This design comes from an exercise in tuning for small area, a short achievable clock period and few clock cycles on the open sky130 flow, not from production work. RTL that was checked went through simulation tests only; none was proved equivalent to the original.

==> inputs of run Z <==
==> flow/design.v <==
module cordic_core (
    input  wire         clk,
    input  wire         rst,
    input  wire         bus_write,
    input  wire         bus_read,
    input  wire [5:0]   addr,
    input  wire [31:0]  wdata,
    output reg  [31:0]  rdata,
    output reg          done
);
    wire d0 = ~wdata[31];
    wire d1 = d0 ? ($signed(wdata) >= 32'sd536870912) : ($signed(wdata) >= -32'sd536870912);
    wire [31:0] pm = ({d1, d0} == 2'd0) ? 32'd3441162979 : ({d1, d0} == 2'd1) ? 32'd219937507 : ({d1, d0} == 2'd2) ? 32'd4075029789 : 32'd853804317;
    wire [15:0] xm = ({d1, d0} == 2'd0) ? 16'h26d9 : ({d1, d0} == 2'd1) ? 16'h748b : ({d1, d0} == 2'd2) ? 16'h748b : 16'h26d9;
    wire [15:0] ym = ({d1, d0} == 2'd0) ? 16'h8b75 : ({d1, d0} == 2'd1) ? 16'h26d9 : ({d1, d0} == 2'd2) ? 16'hd927 : 16'h748b;
    wire [31:0] zm = wdata - pm;
    reg [15:0] xr, yr;
    reg [31:0] zr;
    reg [3:0]  cnt;       
    reg        busy;
    wire dc = ~zr[31];
    wire [15:0] xs = $signed(xr) >>> cnt;
    wire [15:0] ys = $signed(yr) >>> cnt;
    reg [31:0] at;
    always @(*) begin
        case (cnt)
            4'd2: at = 32'd167458907;
            4'd3: at = 32'd85004756;
            4'd4: at = 32'd42667331;
            4'd5: at = 32'd21354465;
            4'd6: at = 32'd10679838;
            4'd7: at = 32'd5340245;
            4'd8: at = 32'd2670163;
            4'd9: at = 32'd1335086;
            4'd10: at = 32'd667544;
            4'd11: at = 32'd333772;
            4'd12: at = 32'd166886;
            4'd13: at = 32'd83443;
            4'd14: at = 32'd41721;
            default: at = 32'd0;
        endcase
    end
    wire [16:0] xn_t = {xr, 1'b1} + {ys ^ {16{dc}}, dc};
    wire [15:0] xn = xn_t[16:1];
    wire [16:0] yn_t = {yr, 1'b1} + {xs ^ {16{~dc}}, ~dc};
    wire [15:0] yn = yn_t[16:1];
    wire [32:0] zn_t = {zr, 1'b1} + {at ^ {32{dc}}, dc};
    wire [31:0] zn = zn_t[32:1];
    wire start = bus_write && (addr == 6'h04);
    always @(posedge clk) begin
        if (start) begin
            xr <= xm; yr <= ym; zr <= zm; cnt <= 4'd2;
        end else if (busy) begin
            xr <= xn; yr <= yn; zr <= zn; cnt <= cnt + 4'd1;
        end
    end
    always @(posedge clk) begin
        if (rst) begin
            busy <= 1'b0; done <= 1'b0;
        end else if (start) begin
            busy <= 1'b1; done <= 1'b0;
        end else if (busy) begin
            if (cnt == 4'd14) begin busy <= 1'b0; done <= 1'b1; end
        end else begin
            done <= done & bus_write;
        end
    end
    wire d15 = ~zr[31];
    wire [15:0] xs15 = {16{xr[15]}};    
    wire [15:0] ys15 = {16{yr[15]}};
    wire [16:0] xf_t = {xr, 1'b1} + {ys15 ^ {16{d15}}, d15};
    wire [15:0] xf = xf_t[16:1];
    wire [16:0] yf_t = {yr, 1'b1} + {xs15 ^ {16{~d15}}, ~d15};
    wire [15:0] yf = yf_t[16:1];
    always @(*) begin
        case (addr)
            6'h00:   rdata = {31'b0, done};
            6'h08:   rdata = {{16{xf[15]}}, xf};
            6'h0C:   rdata = {{16{yf[15]}}, yf};
            default: rdata = 32'b0;
        endcase
    end
endmodule
==> flow/run.sh <==
#!/bin/bash
# synth_recipe.tcl (not shown) runs the flow's synth.tcl, then flattens the netlist and writes it again
# the make line also repeats each setting of config.mk as NAME=value (left out here)
make -C /OpenROAD-flow-scripts/flow DESIGN_CONFIG=/design/flow/config.mk WORK_HOME=/design/flow/orfs CLKGATE_MAP_FILE= SYNTH_SCRIPT=/design/flow/synth_recipe.tcl finish
==> flow/config.mk <==
export PLATFORM = sky130hd
export DESIGN_NAME = cordic_core
export DESIGN_NICKNAME = cordic_core
export VERILOG_FILES = /design/flow/design.v
export SDC_FILE = /design/flow/constraint.sdc
export NUM_CORES = 4
export LEC_CHECK = 0
export CAP_MARGIN = 20
export CORE_MARGIN = 2
export CORE_UTILIZATION = 40
export SETUP_SLACK_MARGIN = 4.0
export SLEW_MARGIN = 20
==> flow/constraint.sdc <==
create_clock -name core_clock -period 10.0 [get_ports {clk}]
set_input_delay 2.0000 -clock core_clock [delete_from_list [all_inputs] [get_ports {clk}]]
set_output_delay 2.0000 -clock core_clock [all_outputs]
set_load 0.01 [all_outputs]
==> run X: changes against run Z <==
==> flow/design.v, changed modules only <==
module cordic_core (
    input  wire         clk,
    input  wire         rst,
    input  wire         bus_write,
    input  wire         bus_read,
    input  wire [5:0]   addr,
    input  wire [31:0]  wdata,
    output reg  [31:0]  rdata,
    output reg          done
);
    parameter WIDTH = 16;       
    parameter ITER  = 16;       
    reg signed [WIDTH-1:0] x, y;
    reg signed [31:0]       z;
    reg [4:0]               iter_cnt;
    reg                     busy;
    reg [31:0] atan_val;
    always @(*) begin
        case (iter_cnt[3:0])
            4'd0:  atan_val = 32'b00100000000000000000000000000000;
            4'd1:  atan_val = 32'b00010010111001000000010100011101;
            4'd2:  atan_val = 32'b00001001111110110011100001011011;
            4'd3:  atan_val = 32'b00000101000100010001000111010100;
            4'd4:  atan_val = 32'b00000010100010110000110101000011;
            4'd5:  atan_val = 32'b00000001010001011101011111100001;
            4'd6:  atan_val = 32'b00000000101000101111011000011110;
            4'd7:  atan_val = 32'b00000000010100010111110001010101;
            4'd8:  atan_val = 32'b00000000001010001011111001010011;
            4'd9:  atan_val = 32'b00000000000101000101111100101110;
            4'd10: atan_val = 32'b00000000000010100010111110011000;
            4'd11: atan_val = 32'b00000000000001010001011111001100;
            4'd12: atan_val = 32'b00000000000000101000101111100110;
            4'd13: atan_val = 32'b00000000000000010100010111110011;
            4'd14: atan_val = 32'b00000000000000001010001011111001;
            default: atan_val = 32'b00000000000000000101000101111100;
        endcase
    end
    localparam ADDR_CTRL  = 6'h00;
    localparam ADDR_ANGLE = 6'h04;
    localparam ADDR_COS   = 6'h08;
    localparam ADDR_SIN   = 6'h0C;
    always @(posedge clk) begin
        if (rst) begin
            busy     <= 0;
            done     <= 0;
            iter_cnt <= 0;
            x        <= 0;
            y        <= 0;
            z        <= 0;
        end else begin
            if (done && !bus_write) begin
                done <= 0;
            end
            if (bus_write && addr == ADDR_ANGLE) begin
                z        <= wdata;
                x        <= 16'd19890;  
                y        <= 0;
                iter_cnt <= 0;
                busy     <= 1;
                done     <= 0;
            end 
            else if (busy) begin
                if (z[31] == 0) begin
                    x <= x - (y >>> iter_cnt);
                    y <= y + (x >>> iter_cnt);
                    z <= z - atan_val;
                end else begin
                    x <= x + (y >>> iter_cnt);
                    y <= y - (x >>> iter_cnt);
                    z <= z + atan_val;
                end
                if (iter_cnt == ITER-1) begin
                    busy     <= 0;
                    done     <= 1;
                    iter_cnt <= 0;
                end else begin
                    iter_cnt <= iter_cnt + 1;
                end
            end
        end
    end
    always @(*) begin
        case(addr)
            ADDR_CTRL:  rdata = {31'b0, done};
            ADDR_COS:   rdata = {{16{x[WIDTH-1]}}, x};  
            ADDR_SIN:   rdata = {{16{y[WIDTH-1]}}, y};  
            default:    rdata = 32'b0;
        endcase
    end
endmodule
Settings changed: SETUP_SLACK_MARGIN 4.0 to unset.
==> impl_metrics.tcl <==
set metrics [dict create \
    rr_startpoint "iter_cnt[1]" \
    p_seq_frac 0.448 \
    power.group.top "registers" \
    place_area_um2 11000 \
    synth_mux_area_frac 0.139 \
    status "no timing/DRC/antenna violations" \
    power.leakage_nw 4.73 \
    clk_share 0.0259 \
    multiInputGateArea_um2 7580 \
    avgSynthCellArea_um2 7.99 \
]
the above is filed under run X

==> impl_metrics.tcl <==
set metrics [dict create \
    clk_share 0.0194 \
    avgSynthCellArea_um2 8.08 \
    rr_startpoint "cnt[1]" \
    p_seq_frac 0.211 \
    synth_mux_area_frac 0.0719 \
    status "no timing/DRC/antenna violations" \
]
the above is filed under run Z

Testbench counts of run X, summed over its fixed seeds: cycles 136,000.
No functional check of the RTL was part of run Z.

==> what the ideal ports hide <==
The flow's constraints put no driver on any port. The routed layouts listed below were extracted and timed again, unchanged, in two steps. Step 1 assumes that a clkbuf_16 drives the clock port and a buf_2 every other input. Step 2, shift: input delay + t, output delay - t, t = (earliest + latest rising clock arrival at the registers) / 2. This alone moves slack from input paths to output paths. Slacks: ideal ports / drivers / drivers and shift; pairs: ideal ports / drivers.
run | t, ns | slack for setup (ns) | worst hold slack (ns) | worst setup path after step 2 | worst data-port slew with drivers (ns)
run Z | 0.407 | 4.062 / 4.025 / 3.801 | 0.589 / 0.589 / 0.589 | input to register | 0.05
run X | 0.411 | 2.971 / 2.948 / 2.948 | 0.503 / 0.503 / 0.503 | input to output | 0.04
After both steps every run listed still meets setup and hold. For run Z, which loses most, drivers alone change the setup slack by -0.037 ns; drivers and shift together by -0.261 ns.
